Background: an optimization exercise with open tools, aiming at small area, a short achievable clock period and few clock cycles per item. Do not read the settings as production practice. The RTL was checked by simulation tests, not by an equivalence proof against the original design.

[config.mk]
export PLATFORM = sky130hd
export DESIGN_NAME = Complex_Div
export DESIGN_NICKNAME = Complex_Div
export VERILOG_FILES = /design/flow/design.v
export SDC_FILE = /design/flow/constraint.sdc
export NUM_CORES = 4
export LEC_CHECK = 0
export CAP_MARGIN = 20
export CORE_MARGIN = 2
export CORE_UTILIZATION = 40
export SLEW_MARGIN = 20
[constraint.sdc]
create_clock -name core_clock -period 12.0 [get_ports {clk}]
set_input_delay 2.4000 -clock core_clock [delete_from_list [all_inputs] [get_ports {clk}]]
set_output_delay 2.4000 -clock core_clock [all_outputs]
set_load 0.01 [all_outputs]
[design.v]
`timescale 1ns / 1ps
module Division_Mod(A1,A2,B1,B2,Out1,Out2,Stall,Op,clk,rst);
	 parameter DATA_SIZE  = 8;
	 parameter OP_SIZE = 4;
	 parameter [OP_SIZE-1:0] DIV_OP = 4'b0011;
    input clk;
    input rst;
	 input [DATA_SIZE-1:0] A1;
	 input [DATA_SIZE-1:0] A2;
    input [DATA_SIZE-1:0] B1;
    input [DATA_SIZE-1:0] B2;
	 wire [DATA_SIZE*2:0] C1;
	 assign C1 = $signed(A1)*$signed(B1)+$signed(A2)*$signed(B2);
	 wire [DATA_SIZE*2:0] C2;
	 assign C2 = $signed(A2)*$signed(B1)-$signed(A1)*$signed(B2);
	 wire [DATA_SIZE*2:0] div;
	 assign div = $signed(B1)*$signed(B1)+$signed(B2)*$signed(B2);
	 wire neg1;
	 assign neg1 = C1[DATA_SIZE*2];
	 wire neg2;
	 assign neg2 = C2[DATA_SIZE*2];
	 wire negDiv;
	 assign negDiv = div[DATA_SIZE*2];
	 reg [DATA_SIZE*2:0] D1;
	 always @(C1,neg1)
	 begin
		if(neg1)
			D1 = -C1;
		else
			D1 = C1;
	 end
	 reg [DATA_SIZE*2:0] D2;
	 always @(C2,neg2)
	 begin
		if(neg2)
			D2 = -C2;
		else
			D2 = C2;
	 end
	 reg [DATA_SIZE*2:0] divAbs;
	 always @ (div,negDiv)
	 begin
		if(negDiv)
			divAbs = -div;
		else
			divAbs = div;
	 end
	 wire negOut1;
	 assign negOut1 = neg1 ^ negDiv;
	 wire negOut2;
	 assign negOut2 = neg2 ^ negDiv;
    output [DATA_SIZE-1:0] Out1;
    output [DATA_SIZE-1:0] Out2;	 
    output Stall;
    input [3:0] Op;
	 reg [3:0] State;
	 wire Stall;
	 assign Stall = (State!=4'd1)&&(Op==DIV_OP);
	 parameter NUMBER_OF_ZEROS = DATA_SIZE-2;
	 parameter NUMBER_OF_COMPARISIONS = NUMBER_OF_ZEROS + 1;
	 parameter HIGHEST_STATE = NUMBER_OF_ZEROS + 2;
	 parameter SIZE_OF_D1 = DATA_SIZE*2+1;
	 always @ (posedge clk)
	 begin
	 if(rst)
		State <= 4'd0;
	 else if(Op==DIV_OP)
		begin	
			if(State>0)
				State <= State-1;
			else
				State <= HIGHEST_STATE;
		end
	 end
	 reg [DATA_SIZE-1:0] OutAbs1;
	 reg [DATA_SIZE-1:0] OutAbs2;
	 reg [SIZE_OF_D1+NUMBER_OF_ZEROS:0] SubReg1;
	 reg [SIZE_OF_D1+NUMBER_OF_ZEROS:0] SubReg2;
	 reg [SIZE_OF_D1+NUMBER_OF_ZEROS:0] ShiftReg; 
	 reg [DATA_SIZE-1:0] IncReg;
	 always @ (posedge clk)
	 begin
		if((State==4'd0)&&(Op==DIV_OP))
		begin
			OutAbs1 <= 17'd0;
			OutAbs2 <= 17'd0;
			SubReg1 <= {16'd0,D1};
			SubReg2 <= {16'd0,D2};
			ShiftReg <= {divAbs,6'd0};
			IncReg <= 8'b01000000;
		end
		else if(State>1)
		begin
			if(ShiftReg<=SubReg1)
			begin
				SubReg1 <= SubReg1-ShiftReg;
				OutAbs1 <= OutAbs1+IncReg;
			end
			if(ShiftReg<=SubReg2)
			begin
				SubReg2 <= SubReg2-ShiftReg;
				OutAbs2 <= OutAbs2+IncReg;
			end
			IncReg <= IncReg>>1;
			ShiftReg <= ShiftReg>>1;
		end
	 end
	 reg [DATA_SIZE-1:0] Out1;
	 always @ (negOut1,OutAbs1)
	 begin
			if(negOut1)
				Out1 = -OutAbs1;
			else
				Out1 = OutAbs1;
	 end
	 reg [DATA_SIZE-1:0] Out2;
	 always @ (negOut2,OutAbs2)
	 begin
			if(negOut2)
				Out2 = -OutAbs2;
			else
				Out2 = OutAbs2;
	 end
endmodule
`timescale 1ns / 1ps
module Complex_Div(clk, rst, in_valid, in_ready, a, b, out_valid, q);
	 input clk;
	 input rst;
	 input in_valid;
	 output in_ready;
	 input [15:0] a;
	 input [15:0] b;
	 output out_valid;
	 output [15:0] q;
	 parameter [3:0] DIV_OP = 4'b0011;
	 reg busy;
	 reg [15:0] ra;
	 reg [15:0] rb;
	 wire stall;
	 wire [7:0] q1;
	 wire [7:0] q2;
	 Division_Mod d_mod(ra[15:8],ra[7:0],rb[15:8],rb[7:0],q1,q2,stall,busy ? DIV_OP : 4'b0000,clk,rst);
	 assign out_valid = busy & ~stall;
	 assign in_ready = ~busy | out_valid;
	 assign q = {q1,q2};
	 always @ (posedge clk)
	 begin
		if(rst)
			busy <= 1'b0;
		else if(in_valid & in_ready)
			busy <= 1'b1;
		else if(out_valid)
			busy <= 1'b0;
	 end
	 always @ (posedge clk)
	 begin
		if(in_valid & in_ready)
		begin
			ra <= a;
			rb <= b;
		end
	 end
endmodule
[run.sh]
#!/bin/bash
# synth_recipe.tcl (not shown) runs the flow's synth.tcl, then flattens the netlist and writes it again
# the make line also repeats each setting of config.mk as NAME=value (left out here)
make -C /OpenROAD-flow-scripts/flow DESIGN_CONFIG=/design/flow/config.mk WORK_HOME=/design/flow/orfs CLKGATE_MAP_FILE= SYNTH_SCRIPT=/design/flow/synth_recipe.tcl finish
==> impl_metrics.env <==
export IMPL_core_um2=61830
export IMPL_die_height_um=254.4
export IMPL_worstSkewPairLatency_ns=0.48
export IMPL_synth_ff_type="edfxtp_1"
export IMPL_hold_class="flop to flop"
export IMPL_synth_nets=3529
export IMPL_slew_headroom=0.3202
export IMPL_layout_drive_gt1_share=0.03198
export IMPL_netlist_instances=2892
export IMPL_hpwl_um=47650
export IMPL_synth_top_cell_area_share=0.2482
export IMPL_gp_routability_congestion=0.8832
export IMPL_routed_wl_um=59210
export IMPL_cts_clk_slew_worst_paths_ns=0.06
export IMPL_synth_top_area_cell="fa_1"
export IMPL_hold_viol=0
export IMPL_grt_max_degree=42
export IMPL_via_per_inst=5.062
export IMPL_grtUsageTotal=0.1934
export IMPL_grt_pass1_vias=19740
export IMPL_initial_core_util=0.4058
export IMPL_finalCriticalPeriod_ns=10.77
export IMPL_setup_tns_ns=0
export IMPL_async_flop_share=0
export IMPL_r2r_start="rb[13]$_DFFE_PP_"
export IMPL_num_io_pins=53
export IMPL_antenna_found_initial=0
export IMPL_finalNonFillerCells=3745
export IMPL_drc_errors=0
export IMPL_rsz0062_at_grt="false"
export IMPL_postRouteAntennaNets=0
export IMPL_insertedDiodeCount=0
export IMPL_status="no timing/DRC/antenna violations"
export IMPL_setup_viol=0
export IMPL_rows=91
export IMPL_worstSetupEndpointType="output pin"
export IMPL_dr_pass1_iters=5
export IMPL_yosysSeqAreaShare=0.1376
export IMPL_cts_setup_buffers=0
export IMPL_crit_top_cell="inv_1"
export IMPL_finalCritPeriodShare=0.8978
export IMPL_grt_overflow=0
export IMPL_worst_setup_path_type="flop to output pin"
export IMPL_hp_start="d_mod.SubReg2[20]$_SDFFE_PP0P_"
export IMPL_synth_top_cells_by_area="fa_1, ha_1, edfxtp_1"
export IMPL_die_w_um=254.4
export IMPL_worstSetupStartpoint="rb[7]$_DFFE_PP_"
export IMPL_postCtsResizedCells=0
export IMPL_synth_edf_count=83
export IMPL_worstPathArrival_ns=8.37
export IMPL_cts_sinks=131
export IMPL_crit_fanout=19
export IMPL_cp_slowest_cell="xnor2_1"
export IMPL_syn_area_um2=25090
export IMPL_cts_tree="yes"
export IMPL_synth_seq_cells=131
export IMPL_cts_buffers=17
export IMPL_cts_hold_fix_buffers=0
export IMPL_cts_root_buffer="clkbuf_16"
export IMPL_syn_mean_instance_area_um2=8.675
export IMPL_yosysWarnings=2
export IMPL_fin_skew_ns=0.01688
export IMPL_vias=18960
export IMPL_cp_start_kind="flop"
export IMPL_fin_hold_ws_ns=0.4680
export IMPL_cp_num_buf_inv=9
export IMPL_htreeDepth=4
export IMPL_drt_iter0_markers=1064
export IMPL_maxSlewViolCount=0
export IMPL_slowest_delay_ns=0.65
export IMPL_nets=3532
export IMPL_critPathRequiredTime_ns=9.60
export IMPL_syn2layout_area_growth_pct=7.810
export IMPL_clockBufferDepth=2
export IMPL_ys_types=80
export IMPL_numPortBuffers=52
export IMPL_tightestPinTransition_ns=1.020
export IMPL_grt_pass1_wl_um=99390
export IMPL_wl_per_cell_um=15.81
export IMPL_max_freq_mhz=92.82
export IMPL_critical_path_top_delay_family="adder cells"
export IMPL_placed_cells=3713
export IMPL_dieArea_um2=64740
export IMPL_cap_violations=0
[synthesized netlist by cell type, types with 17 or more instances]
master / n
nor2_1: 171
nor2b_1: 18
edfxtp_1: 83
a211oi_1: 17
o31ai_1: 18
nand2b_1: 24
xor2_1: 64
clkbuf_1: 82
a21oi_1: 141
nand2_1: 178
o21bai_1: 44
xnor2_1: 181
a21o_1: 47
ha_1: 291
and2_1: 189
nand3_1: 59
dfxtp_1: 48
nor3_1: 38
inv_1: 585
fa_1: 311
o21ai_0: 88
[final cells by class]
cell class                      count  area, µm²
Clock inverter                     13      110.1
Fill cell                        6055      34780
Clock buffer                       19      454.2
Sequential cell                   131       3453
Inverter                          586       2200
Tap cell                          837       1047
Multi-Input combinational cell   2086      19100
Timing Repair Buffer               73      678.2
[sequential cells by signal (all words and copies together), names as in the netlist]
name            count
rb                 16
d_mod.OutAbs1       8
d_mod.IncReg        7
d_mod.OutAbs2       8
busy                1
d_mod.SubReg2      24
ra                 16
d_mod.State         4
d_mod.ShiftReg     23
d_mod.SubReg1      24
[worst register-to-register path, stage by stage (launching register included)]
cell       delay [ns]
edfxtp_1         1.00
nand2_1          0.20
fa_1             0.55
fa_1             0.49
inv_1            0.05
fa_1             0.47
inv_1            0.05
fa_1             0.47
inv_1            0.04
ha_1             0.31
a21oi_1          0.22
o21bai_1         0.10
a21oi_1          0.21
o21bai_1         0.08
a21oi_1          0.29
xnor2_1          0.17
ha_1             0.45
nand3_1          0.10
o2bb2ai_1        0.22
a221oi_1         0.14
nor4_1           0.78
nand4_1          0.17
or4_1            0.51
o21ai_1          0.10
[logic make-up after synthesis]
family / after synthesis / share of synthesized area
fa+ha+maj: 602 / 0.3933
mux: 16 / 0.006583
compound gates: 470 / 0.1236
xor+xnor: 247 / 0.08683
buf+inv: 675 / 0.1015
flops: 131 / 0.1376
simple gates: 751 / 0.1505
[metrics by stage]
stage               utilization  setup slack [ns]  area (µm²)
floorplan                     -             3.143       25090
global placement         0.4283             1.971       26480
detailed placement       0.4283             1.776       26480
CTS                      0.4375             1.211       27050
global route             0.4375            0.5852       27050
finish                   0.4375             1.226       27050
[metal layers]
layer	GRT usage	part of all wire	vias up
met2	0.3203	0.47	405
met3	0.03572	0.045	97
met1	0.2532	0.46	9134
met4	0.06756	0.029	0
li1	-	-	9321
met5	0	0	-
[layout by cell type (no fill, tap or decap), drive strengths merged, types with 7 or more instances in the layout]
master | Yosys | routed
inv | 585 | 594
fa | 311 | 311
ha | 291 | 291
and2 | 189 | 189
xnor2 | 183 | 183
nand2 | 178 | 178
nor2 | 171 | 171
a21oi | 144 | 144
o21ai | 99 | 99
edfxtp | 83 | 83
xor2 | 64 | 64
nand3 | 59 | 59
clkdlybuf4s50 | 0 | 52
dfxtp | 48 | 48
a21o | 47 | 47
o21bai | 44 | 44
nor3 | 38 | 38
nand2b | 24 | 24
buf | 7 | 21
nor2b | 20 | 20
clkbuf | 82 | 19
o31ai | 18 | 18
a211oi | 18 | 18
or3 | 14 | 14
and3 | 13 | 13
a31oi | 13 | 13
mux2i | 12 | 12
nor4 | 12 | 12
o41ai | 12 | 12
nand4 | 11 | 11
o21a | 11 | 11
o211ai | 9 | 9
o22ai | 7 | 7
[path summary, 6_finish.rpt]
kind                                                  endpoint  slack, ns  cells past startpoint
worst max-delay path                                      q[1]       1.23                     30
worst min-delay path            d_mod.SubReg2[20]$_SDFFE_PP0P_       0.47                      2
worst min register to register  d_mod.SubReg2[20]$_SDFFE_PP0P_       0.47                      2
worst max register to register     d_mod.SubReg2[16]$_DFFE_PP_       4.66                     23
Testbench counts, summed over its fixed seeds: cycles 28,800, items 3,200.

[re-timing with driven ports]
In the flow no input, the clock included, has a driving cell. The finished layout below was timed again as built, in two steps.
Step 1, drivers: a clkbuf_16 drives clk and a buf_2 each remaining input, both assumed.
Step 2 times the ports against the registers' clock, not the clock port: input delays grow and output delays shrink by t, the midpoint of the rising clock arrivals with the driver on.
a / b / c = no drivers / after step 1 / after step 2; a / b = the first two.
shift t [ns]: 0.534
slack for setup (ns): 1.226 / 1.168 / 1.703
worst register clock-pin slew, ns: 0.07 / 0.07
After both steps setup and hold are still met in this run. The setup slack of this run moves by -0.058 ns with the drivers and by +0.477 ns with both steps.
